This is an optimization exercise on Yosys and OpenROAD, whose aim is small area, not a production implementation. Power and IR drop assume default switching activity.

==> inputs of job 1574 <==
## pid_bank
module pid_bank (
	input          clk,
	input          rst,
	input          sample,
	input  [7:0]   ch_reset,
	input  [7:0]   k1,
	input  [7:0]   k2,
	input  [7:0]   k3,
	input  [255:0] e_in,
	output [255:0] u_out
);
	reg [255:0] U, E, A, B;
	reg [6:0]   ph;
	reg         run, idl, sw, s;    
	reg         zE, zA, zB, uz;    
	reg [7:0]   cres;              
	reg [23:0]  kT, kR;
	reg signed [10:0] acc;
	assign u_out = U;
	wire [23:0] k     = {k3, k2, k1};
	wire        bnd   = (ph == 7'd127);
	wire        tick  = sample & ~rst;
	wire [2:0]  ch    = ph[6:4];
	wire        first = (ph[3:0] == 4'd0);
	wire        crm   = ~sw & cres[ch];           
	wire [1:0] tE = zE ? 2'b00 : E[1:0];
	wire [1:0] tA = zA ? 2'b00 : A[1:0];
	wire [1:0] tB = zB ? 2'b00 : B[1:0];
	wire [1:0] tU = (uz | crm) ? 2'b00 : U[1:0];
	wire [1:0] ts = s ? tB : tA;                  
	wire [1:0] to = s ? tA : tB;                  
	wire [1:0] xb  = sw ? ts : tE;
	wire [1:0] x1  = crm ? 2'b00 : (sw ? tE : ts);
	wire [1:0] x0  = crm ? 2'b00 : to;
	wire signed [8:0] d1 = {1'b0, kT[7:0]}   - {1'b0, kR[7:0]};
	wire signed [8:0] d2 = {1'b0, kR[15:8]}  - {1'b0, kT[15:8]};
	wire signed [8:0] d3 = {1'b0, kT[23:16]} - {1'b0, kR[23:16]};
	wire signed [2:0] sb = {1'b0, xb};
	wire signed [2:0] s0 = {1'b0, x0};
	wire signed [2:0] s1 = {1'b0, x1};
	wire signed [2:0] su = {1'b0, tU};
	wire signed [10:0] ai = first ? 11'sd0 : acc;
	wire signed [12:0] sum = su + ai + d1 * sb + d2 * s0 + d3 * s1;
	wire        pend  = run & bnd;                  
	wire [23:0] kR_n  = tick ? 24'd0 : (pend ? kT : kR);
	wire        uz_n  = pend ? 1'b0 : uz;
  ...
==> module pid_bank, before the edit <==
module pid_bank (
	input          clk,
	input          rst,
	input          sample,
	input  [7:0]   ch_reset,
	input  [7:0]   k1,
	input  [7:0]   k2,
	input  [7:0]   k3,
	input  [255:0] e_in,
	output [255:0] u_out
);
	reg [255:0] U, E, A, B;
	reg [6:0]   ph;
	reg         run, idl, sw, s;    
	reg         zE, zA, zB, uz;    
	reg [7:0]   cres;              
	reg [23:0]  kT, kR;
	reg signed [10:0] acc;
	assign u_out = U;
	wire [23:0] k     = {k3, k2, k1};
	wire        bnd   = (ph == 7'd127);
	wire        tick  = sample & ~rst;
	wire [2:0]  ch    = ph[6:4];
	wire        first = (ph[3:0] == 4'd0);
	wire        crm   = ~sw & cres[ch];           
	wire [1:0] tE = zE ? 2'b00 : E[1:0];
	wire [1:0] tA = zA ? 2'b00 : A[1:0];
	wire [1:0] tB = zB ? 2'b00 : B[1:0];
	wire [1:0] tU = (uz | crm) ? 2'b00 : U[1:0];
	wire [1:0] ts = s ? tB : tA;                  
	wire [1:0] to = s ? tA : tB;                  
	wire [1:0] xb  = sw ? ts : tE;
	wire [1:0] x1  = crm ? 2'b00 : (sw ? tE : ts);
	wire [1:0] x0  = crm ? 2'b00 : to;
	wire signed [8:0] d1 = {1'b0, kT[7:0]}   - {1'b0, kR[7:0]};
	wire signed [8:0] d2 = {1'b0, kR[15:8]}  - {1'b0, kT[15:8]};
	wire signed [8:0] d3 = {1'b0, kT[23:16]} - {1'b0, kR[23:16]};
	wire signed [2:0] sb = {1'b0, xb};
	wire signed [2:0] s0 = {1'b0, x0};
	wire signed [2:0] s1 = {1'b0, x1};
	wire signed [2:0] su = {1'b0, tU};
	wire signed [10:0] ai = first ? 11'sd0 : acc;
	wire signed [12:0] sum = su + ai + d1 * sb + d2 * s0 + d3 * s1;
	wire        pend  = run & bnd;                  
	wire [23:0] kR_n  = tick ? 24'd0 : (pend ? kT : kR);
	wire        uz_n  = pend ? 1'b0 : uz;
	wire        sw_n  = tick ? 1'b0 : (pend ? 1'b1 : sw);
	wire        need  = (k != kR_n) | uz_n | ~sw_n;
	wire swp = run & ~sw;
	wire [1:0] E_in = swp ? (s ? B[1:0] : A[1:0]) & {2{~cres[ch]}} : E[1:0];
	wire [1:0] A_in = (swp & ~s) ? E[1:0] : (A[1:0] & {2{~(swp & s & cres[ch])}});
	wire [1:0] B_in = (swp &  s) ? E[1:0] : (B[1:0] & {2{~(swp & ~s & cres[ch])}});
	always @(posedge clk) begin
		A <= {A_in, A[255:2]};
		B <= {B_in, B[255:2]};
		acc <= sum[12:2];
		U <= ({256{run}} & {sum[1:0], U[255:2]}) | ({256{idl}} & U);
		E <= ({256{tick}} & e_in) | ({256{run}} & {E_in, E[255:2]}) | ({256{~(tick|run)}} & E);
		if (bnd)
			kT <= k;
		if (tick)
			cres <= ch_reset;
		if (rst) begin
			ph  <= 7'd127;
			run <= 1'b0;
			idl <= 1'b1;
			sw  <= 1'b1;
			zE  <= 1'b1;
			zA  <= 1'b1;
			zB  <= 1'b1;
			uz  <= 1'b1;
			kR  <= 24'd0;
			s   <= 1'b0;
		end else begin
			ph  <= ph + 7'd1;
			kR  <= kR_n;
			uz  <= uz_n;
			sw  <= sw_n;
			if (tick) begin
				zE <= 1'b0;
				s  <= ~s;
			end else if (pend & ~sw) begin
				zE <= s ? zB : zA;
				if (s) zB <= zE; else zA <= zE;
			end
			if (bnd) begin
				run <= need;
				idl <= ~need;
			end
		end
	end
endmodule
export LEC_CHECK = 0
export CAP_MARGIN = 20
export CORE_MARGIN = 2
export CORE_UTILIZATION = 40
export SLEW_MARGIN = 20
create_clock -name core_clock -period 20.0 [get_ports {clk}]
standard.sh (not shown) runs the stock make flow with config.mk's settings and CLKGATE_MAP_FILE= SYNTH_SCRIPT=/design/flow/synth_recipe.tcl, a recipe that flattens the netlist after the stock synthesis.
==> flow/flow/run.sh <==
#!/bin/bash
# Layout flow: the standard flow (standard.sh) with one change: the
# ports are buffered with sky130_fd_sc_hd__buf_1 (buffer_ports -buffer_cell)
# instead of the cell buffer_ports picks by itself. Every port still gets its
# own buffer. The full output of the flow goes to standard.log here.
set -euo pipefail
export BUFFER_PORTS_ARGS="-buffer_cell sky130_fd_sc_hd__buf_1"
bash standard.sh > standard.log 2>&1
==> job 6637: changes against job 1574 <==
==> flow/design.v (replaced) <==
module pid_bank (
	input          clk,
	input          rst,
	input          sample,
	input  [7:0]   ch_reset,
	input  [7:0]   k1,
	input  [7:0]   k2,
	input  [7:0]   k3,
	input  [255:0] e_in,
	output [255:0] u_out
);
	reg [255:0] U, E, A, B;
	reg [6:0]   ph;
	reg         run, idl;          
	reg         rt;                
	reg         clr;               
	reg [7:0]   cres;              
	reg [23:0]  kT, kR;
	reg [10:0]  accb;              
	assign u_out = U;
	wire [23:0] k     = {k3, k2, k1};
	wire        bnd   = (ph == 7'd127);
	wire        tick  = sample & ~rst;
	wire [2:0]  ch    = ph[6:4];
	wire        first = (ph[3:0] == 4'd0);
	wire        rot   = run & ~rt;                 
	wire        crm   = rot & cres[ch];           
	wire        mz    = clr | crm;
	wire [1:0] xb = clr ? 2'b00 : (rt ? A[1:0] : E[1:0]);
	wire [1:0] x0 = mz  ? 2'b00 : (rt ? B[1:0] : A[1:0]);
	wire [1:0] x1 = mz  ? 2'b00 : (rt ? E[1:0] : B[1:0]);
	wire [1:0] tU = mz  ? 2'b00 : U[1:0];
	wire [8:0] d1 = {1'b0, kT[7:0]}   - {1'b0, kR[7:0]};
	wire [8:0] d2 = {1'b0, kR[15:8]}  - {1'b0, kT[15:8]};
	wire [8:0] d3 = {1'b0, kT[23:16]} - {1'b0, kR[23:16]};
	function [8:0] pp;
		input [8:0] d;
		input       x;
		pp = x ? {~d[8], d[7:0]} : 9'h100;
	endfunction
	wire [10:0] ab = first ? 11'd1024 : accb;
	wire [12:0] sum = tU + ab + 13'd768
	                + pp(d1, xb[0]) + {pp(d1, xb[1]), 1'b0}
	                + pp(d2, x0[0]) + {pp(d2, x0[1]), 1'b0}
	                + pp(d3, x1[0]) + {pp(d3, x1[1]), 1'b0};
	wire        pend  = run & bnd;                  
	wire [23:0] kR_n  = tick ? 24'd0 : (pend ? kT : kR);
	wire        clr_n = clr & ~pend;
	wire        rt_n  = ~tick & (rt | pend);
	wire        need  = (k != kR_n) | clr_n | ~rt_n;
	wire [1:0] E_in = clr ? 2'b00 : (rot ? B[1:0] & {2{~crm}} : E[1:0]);
	wire [1:0] A_in = clr ? 2'b00 : (rot ? E[1:0] : A[1:0]);
	wire [1:0] B_in = clr ? 2'b00 : (rot ? A[1:0] & {2{~crm}} : B[1:0]);
	always @(posedge clk) begin
		A <= {A_in, A[255:2]};
		B <= {B_in, B[255:2]};
		accb <= sum[12:2];
		U <= ({256{run}} & {sum[1:0], U[255:2]}) | ({256{idl}} & U);
		E <= ({256{tick}} & e_in) | ({256{run}} & {E_in, E[255:2]}) | ({256{~(tick|run)}} & E);
		if (bnd)
			kT <= k;
		if (tick)
			cres <= ch_reset;
		if (rst) begin
			ph  <= 7'd127;
			run <= 1'b0;
			idl <= 1'b1;
			rt  <= 1'b1;
			clr <= 1'b1;
		end else begin
			ph  <= ph + 7'd1;
			kR  <= kR_n;
			rt  <= rt_n;
			if (bnd) begin
				clr <= clr_n;
				run <= need;
				idl <= ~need;
			end
		end
	end
endmodule
==> flow/flow/run.sh (replaced) <==
#!/bin/bash
# Layout flow: the standard flow (standard.sh) with two changes:
#  - the ports are buffered with sky130_fd_sc_hd__buf_1 (buffer_ports
#    -buffer_cell) instead of the cell buffer_ports picks by itself; every
#    port still gets its own buffer;
#  - clock tree synthesis clusters up to 10 registers per leaf buffer.
# The full output of the flow goes to standard.log here.
set -euo pipefail
export BUFFER_PORTS_ARGS="-buffer_cell sky130_fd_sc_hd__buf_1"
export CTS_ARGS="-sink_clustering_enable -repair_clock_nets -buf_list sky130_fd_sc_hd__clkbuf_4 -sink_clustering_size 10 -sink_clustering_max_diameter 40 -sink_buffer_max_cap_derate 1.0"
bash standard.sh > standard.log 2>&1
Settings changed: CORE_UTILIZATION 40 to 60, PLACE_DENSITY from default to 0.7.
==> comparison table <==
quantity                                                    job 1574        job 6637
Share of power burned in combinational logic                   12.7%           15.6%
Outcome                                               finished clean  finished clean
Buffer and inverter count on the worst path                        5               3
Global-route wire length before repair                        123 mm          118 mm
Fraction of area in registers                                  54.6%           60.0%
Worst hold margin                                             301 ps          311 ps
Diode insertion count for antenna repair                          19              21
Worst setup path category                         input port to flop    flop to flop
Worst stage delay on the critical path                        930 ps          630 ps
Post-synthesis adder-cell area fraction                        5.77%           4.76%
Number of global-route vias before repair                      21900           22100
Power per Cell Area                                      133 nW/um^2     122 nW/um^2
Period utilisation layout                                      40.6%           34.2%
Non-clock buffer area fraction after layout                    5.35%           5.81%
Skew-Pair Late Insertion Delay                                660 ps          990 ps
Placement-stage cell area                                37300 sq um     36000 sq um
Total number of cells along the worst setup path                   9              21
Register bit total from synthesis                               1106            1102
Sum of routed wire segments on met1                          35.2 mm         31.8 mm
Detail Placement HPWL                                        52.0 mm         53.0 mm
Initial antenna violation count                                   21              25
Power attributed to the clock group                          2.11 mW         1.21 mW
Sink count of the clock tree                                    1106            1102
Setup ws final                                              11890 ps        13160 ps
Final non-filler cell total                                     4739            4228
Ratio of routed vias to standard cells                          4.84            5.39
Highest ir drop seen on vdd                                  82.9 uV         75.4 uV
Function was not checked in any run of this note: the RTL went through the layout flow alone.

what the ideal ports hide:
The flow's constraints put no driver on any port. The routed layouts listed below were extracted and timed again, unchanged, in two steps. Step 1: set_driving_cell puts a clkbuf_16 on clk and a buf_2 on each other input, an assumption about the parent block. Step 2, shift: input delay + t, output delay - t, t = (earliest + latest rising clock arrival at the registers) / 2. This alone moves slack from input paths to output paths. Three values: no drivers, after step 1, after step 2; two values: the first two.
run	t (ns)	slack for setup (ns)	hold WS [ns]	worst setup path at the end
job 1574	0.712	11.888 / 11.928 / 11.217	0.301 / 0.301 / 0.301	input to register
job 6637	1.029	13.157 / 13.157 / 12.763	0.311 / 0.311 / 0.311	input to register
After both steps every run listed still meets setup and hold. The setup slack of job 1574, which loses most, moves by +0.040 ns with the drivers and by -0.671 ns with both steps.
